From an optimization exercise on the open Yosys and OpenROAD flow, aimed at small area, a short achievable clock period and few clock cycles; shortcuts taken in it are not production practice. Where RTL was checked, it was by simulation tests only, not by an equivalence proof against the original. Power figures rest on the tool's default switching activity, not on a simulated workload.

==> flow/design.v (excerpt) <==
module gemm_controller #(
  parameter int MAX_ELEMS = 16384,
  parameter mp_types::prec_e PREC = mp_types::PREC_INT8
)(
  input  logic        clk,
  input  logic        rstn,
  input  logic        start,
  input  logic [15:0] M, K, Ncols,
  output logic        done,
  output logic [$clog2(MAX_ELEMS)-1:0] addr_A,
  input  logic [31:0]                  data_A,
  output logic [$clog2(MAX_ELEMS)-1:0] addr_B,
  input  logic [31:0]                  data_B,
  output logic [$clog2(MAX_ELEMS)-1:0] addr_C,
  output logic [31:0]                  data_C,
  output logic                         we_C
);
For scale: about 1200 cells after synthesis, ~12000 um2 of cells after synthesis.
export LEC_CHECK = 0
export CAP_MARGIN = 20
export CORE_MARGIN = 2
export CORE_UTILIZATION = 40
export PLACE_DENSITY = 0.6
export SETUP_SLACK_MARGIN = 5
export SLEW_MARGIN = 20
create_clock -name core_clock -period 8.0 [get_ports {clk}]
standard.sh (not shown) runs the stock make flow with config.mk's settings and CLKGATE_MAP_FILE= SYNTH_SCRIPT=/design/flow/synth_recipe.tcl, a recipe that flattens the netlist after the stock synthesis.
==> flow/flow/run.sh <==
#!/bin/bash
set -euo pipefail
bash standard.sh BUFFER_PORTS_ARGS="-buffer_cell sky130_fd_sc_hd__buf_1" SETUP_SLACK_MARGIN=5.3 finish > standard_flow.log 2>&1
The starting point finished clean.
Testbench counts at the start, summed over its fixed seeds: cycles 75,253.
Change:
==> flow/flow/run.sh (replaced) <==
#!/bin/bash
set -euo pipefail
bash standard.sh BUFFER_PORTS_ARGS="-buffer_cell sky130_fd_sc_hd__buf_1" finish > standard_flow.log 2>&1
- ABC_AREA: unset -> 1
- CTS_BUF_LIST: unset -> sky130_fd_sc_hd__clkbuf_4
- CTS_CLUSTER_DIAMETER: unset -> 40
- CTS_CLUSTER_SIZE: unset -> 10
=>
- The new run went through all stages and came out clean
- global-route usage rose by 1.7 points
- utilization fell by 4.4 points
- synthesized cell count rose by 38%
- routed wire length rose by 18%
- first-iteration DRC count rose by 29%
Change:
- ABC_AREA: 1 -> unset
- CORE_UTILIZATION: 40 -> 55
- PLACE_DENSITY: 0.6 -> 0.7
=> Via count goes down by about 18%. Setup slack gets worse by 0.052 ns. Synthesized area goes down by about 8%. Count of clock-buffer cells in the layout goes down by 2. Fmax goes down by 1.7%.
Change:
- ABC_AREA: unset -> 1
- CTS_CLUSTER_DIAMETER: 40 -> 30
- CTS_CLUSTER_SIZE: 10 -> 8
=> The new run went through all stages and came out clean; maximum frequency climbs by 3.4%; combinational power goes up by about 4%; setup slack gets better by 0.097 ns; hold slack degrades by 0.0069 ns; cell area climbs by about 9%.
Change:
- ABC_AREA: 1 -> unset
- CORE_UTILIZATION: 55 -> 40
- CTS_BUF_LIST: sky130_fd_sc_hd__clkbuf_4 -> unset
- CTS_CLUSTER_DIAMETER: 30 -> unset
- CTS_CLUSTER_SIZE: 8 -> unset
- PLACE_DENSITY: 0.7 -> 0.6
Synthesized area shrinks by 8.2%.
Wire length shrinks by 12%.
Clock-buffer cell count shrinks by 23.
Fmax shrinks by 3.4%.
Synthesized cell count shrinks by 27%.
Total power shrinks by 0.48%.
Sequential power hardly moves.


gemm_controller, a different RTL version from the one above (not shown whole).
Size in the first run: about 1300 cells after synthesis, ~230 flip-flops, ~190 I/O pins, ~0.012 mm² of cells after synthesis.
Settings: LEC_CHECK=0, CAP_MARGIN=20, CORE_MARGIN=2, CORE_UTILIZATION=40, PLACE_DENSITY=0.6, SETUP_SLACK_MARGIN=5, SLEW_MARGIN=20; clock period 8.0 ns.
==> flow/flow/run.sh <==
#!/bin/bash
set -euo pipefail
bash standard.sh BUFFER_PORTS_ARGS="-buffer_cell sky130_fd_sc_hd__buf_1" finish > standard_flow.log 2>&1
The starting point completed without violations.
==> next run, changes <==
==> flow/run.sh (new file) <==
#!/bin/bash
# synth_recipe.tcl (not shown) runs the flow's synth.tcl, then flattens the netlist and writes it again
# the make line also repeats each setting of config.mk as NAME=value (left out here)
make -C /OpenROAD-flow-scripts/flow DESIGN_CONFIG=/design/flow/config.mk WORK_HOME=/design/flow/orfs CLKGATE_MAP_FILE= SYNTH_SCRIPT=/design/flow/synth_recipe.tcl finish
removed: flow/flow/run.sh
removed: flow/standard.sh
What happened: The new run finished with timing, DRC and antenna clean. Final cell count rises by about 0.7%. Total power rises by about 1.5%. Wire length rises by 2.5%. Utilization rises by 3.1 points. Critical path depth stays the same. Combinational power rises by about 7%. Synthesized cell count is unchanged. Global-route usage rises by 0.42 points.
Function was not checked in any run of this note: the RTL went through the layout flow alone.


RTL: one of the versions met above, not the one the previous note started from.
For scale: roughly 1200 cells after synthesis, roughly 220 flip-flops, about 190 I/O pins.
Settings: LEC_CHECK=0, CAP_MARGIN=20, CORE_MARGIN=2, CORE_UTILIZATION=40, CTS_BUF_LIST=sky130_fd_sc_hd__clkbuf_8, CTS_CLUSTER_DIAMETER=60, CTS_CLUSTER_SIZE=20, PLACE_DENSITY=0.6, SETUP_SLACK_MARGIN=5, SLEW_MARGIN=20; clock period 8.0 ns.
==> flow/flow/run.sh <==
#!/bin/bash
set -euo pipefail
bash standard.sh BUFFER_PORTS_ARGS="-buffer_cell sky130_fd_sc_hd__buf_1" finish > standard_flow.log 2>&1
Testbench counts at the start, summed over its fixed seeds: cycles 75,253.
Change:
- CTS_BUF_LIST: sky130_fd_sc_hd__clkbuf_8 -> sky130_fd_sc_hd__clkbuf_8 sky130_fd_sc_hd__clkbuf_16
What happened: Synthesized cell count does not change; clock power increases by 36%; routed wire length increases by 1.3%; sequential power barely changes; core utilization increases by 1.2 points; fmax increases by 1.1%; worst setup slack improved by 0.032 ns; register-to-register slack improved by 0.03 ns; hold slack got worse by 0.0058 ns; final cell count increases by 0.62%.
Change:
- CORE_UTILIZATION: 40 -> 55
- CTS_BUF_LIST: sky130_fd_sc_hd__clkbuf_8 sky130_fd_sc_hd__clkbuf_16 -> sky130_fd_sc_hd__clkbuf_4
- CTS_CLUSTER_DIAMETER: 60 -> 30
- CTS_CLUSTER_SIZE: 20 -> 8
- PLACE_DENSITY: 0.6 -> 0.7
- setup slack degrades by 0.022 ns
- worst hold slack degrades by 0.0092 ns
- via count went up by 1.0%
- routed wire length went down by 7.4%
- die area went down by 27%
- first-iteration DRC count went down by 10%
- global-route usage went up by 5.0 points
- synthesized area does not change
- cell area went down by 2.5%


## job 101
gemm_controller, a different RTL version from the one above (not shown whole).
For scale: ~1,500 cells after synthesis, ~170 flip-flops, about 190 I/O pins, ~0.013 sq mm of cells after synthesis.
export LEC_CHECK = 0
export CAP_MARGIN = 20
export CORE_MARGIN = 2
export CORE_UTILIZATION = 40
export PLACE_DENSITY = 0.6
export SLEW_MARGIN = 20
create_clock -name core_clock -period 8.0 [get_ports {clk}]
run.sh (not shown) runs the stock make flow with config.mk's settings and CLKGATE_MAP_FILE= SYNTH_SCRIPT=/design/flow/synth_recipe.tcl, a recipe that flattens the netlist after the stock synthesis.
Stock flow here: none of the scripts above is used.
Testbench counts of job 101, summed over its fixed seeds: cycles 75,061.
For job 102, these inputs were changed with respect to job 101:
Settings: ABC_CLOCK_PERIOD_IN_PS now 3000, previously not set; SETUP_SLACK_MARGIN now 5, previously not set.
### Flow results
Compared to job 101, job 102 has final area 0.0026 sq mm higher.
Compared to job 101, job 102 reaches a higher achievable clock.
From job 101 to job 102 the numbers moved as follows: worst hold slack held steady, worst voltage drop across the vdd grid rose about 13%, clock period minus final worst setup slack went down 1060 ps, non-clock buffer count shows an increase of 93.
Count of cell instances traversed by the critical path for job 102 is higher than for job 101.
Number of fill cells went down by more than 10% going from job 101 to job 102.
Input changes introduced in job 103 (baseline for comparison: job 102):
Settings: SETUP_SLACK_MARGIN: 5 -> 4; ABC_CLOCK_PERIOD_IN_PS: 3000 -> unset.
==> comparison <==
Job 103 was carried through to the last stage, and its layout satisfied the timing, design-rule and antenna checks. Relative to job 102, highest net fanout along the worst path has increased by 2 in job 103. | buffer count from post-CTS setup fixing | lower: job 103 |. | core utilization | higher: job 102 |. Against job 102, job 103 comes in 0.81% lower on internal cell power.


Another version of the RTL of gemm_controller (not shown whole).
Size: ~230 flip-flops, roughly 190 I/O pins, ~12000 um2 of cells after synthesis.
==> flow/config.mk <==
export PLATFORM = sky130hd
export DESIGN_NAME = gemm_controller
export DESIGN_NICKNAME = gemm_controller
export VERILOG_FILES = /design/flow/design.v
export SDC_FILE = /design/flow/constraint.sdc
export NUM_CORES = 4
export LEC_CHECK = 0
export CAP_MARGIN = 20
export CORE_MARGIN = 2
export CORE_UTILIZATION = 40
export CTS_BUF_LIST = sky130_fd_sc_hd__clkbuf_4
export CTS_CLUSTER_DIAMETER = 40
export CTS_CLUSTER_SIZE = 10
export PLACE_DENSITY = 0.6
export SETUP_SLACK_MARGIN = 5
export SLEW_MARGIN = 20
==> flow/constraint.sdc <==
create_clock -name core_clock -period 8.0 [get_ports {clk}]
set_input_delay 1.6000 -clock core_clock [delete_from_list [all_inputs] [get_ports {clk}]]
set_output_delay 1.6000 -clock core_clock [all_outputs]
set_load 0.01 [all_outputs]
standard.sh (not shown) runs the stock make flow with config.mk's settings and CLKGATE_MAP_FILE= SYNTH_SCRIPT=/design/flow/synth_recipe.tcl, a recipe that flattens the netlist after the stock synthesis.
==> flow/flow/run.sh <==
#!/bin/bash
set -euo pipefail
bash standard.sh BUFFER_PORTS_ARGS="-buffer_cell sky130_fd_sc_hd__buf_1" SETUP_SLACK_MARGIN=5.2 finish > standard_flow.log 2>&1
The baseline finished with timing, DRC and antenna clean.
Next try:
==> flow/flow/run.sh (replaced) <==
#!/bin/bash
set -euo pipefail
bash standard.sh BUFFER_PORTS_ARGS="-buffer_cell sky130_fd_sc_hd__buf_1" finish > standard_flow.log 2>&1
CORE_UTILIZATION = 55   (was 40)
CTS_CLUSTER_DIAMETER = 30   (was 40)
CTS_CLUSTER_SIZE = 8   (was 10)
PLACE_DENSITY = 0.7   (was 0.6)
Effect: Routed wire length drops by roughly a tenth. Cell count drops by a little under a tenth. Die area drops by a quarter to a third. Area after synthesis does not change.
No functional check of the RTL was part of any run of this note.

port drivers added, routing unchanged:
The flow's constraints put no driver on any port. The routed layouts listed below were extracted and timed again, unchanged, in two steps. Step 1 assumes that a clkbuf_16 drives the clock port and a buf_2 every other input. Step 2 moves the port delays by t, midway between the first and last clock arrival at a register: inputs arrive t later, outputs are due t later. That takes back most of the time a late clock gives input paths. a / b / c = no drivers / after step 1 / after step 2; a / b = the first two.
run | t, ns | setup WS [ns] | cell pins on the clock port's net
the first run of note 1 | 0.560 | 4.963 / 4.963 / 4.949 | 1
the second run of note 1 | 0.715 | 5.076 / 5.035 / 4.898 | 1
the third run of note 1 | 0.660 | 5.024 / 5.024 / 4.737 | 1
the fourth run of note 1 | 0.680 | 5.122 / 5.083 / 4.893 | 1
the fifth run of note 1 | 0.581 | 5.019 / 5.019 / 4.699 | 1
the first run of note 2 | 0.577 | 4.852 / 4.852 / 4.852 | 1
the second run of note 2 | 0.568 | 4.829 / 4.829 / 4.780 | 1
the first run of note 3 | 0.593 | 4.978 / 4.978 / 4.655 | 1
the second run of note 3 | 0.552 | 5.010 / 5.010 / 4.690 | 1
the third run of note 3 | 0.667 | 4.987 / 4.987 / 4.736 | 1
job 101 | 0.486 | 2.668 / 2.694 / 2.207 | 1
job 102 | 0.482 | 3.725 / 3.725 / 3.617 | 1
job 103 | 0.485 | 3.605 / 3.605 / 3.605 | 1
the first run of note 5 | 0.697 | 5.111 / 5.111 / 4.855 | 1
the second run of note 5 | 0.683 | 4.971 / 4.971 / 4.799 | 1
After both steps every run listed still meets setup and hold. For job 101, which loses most, drivers alone change the setup slack by +0.026 ns; drivers and shift together by -0.461 ns.
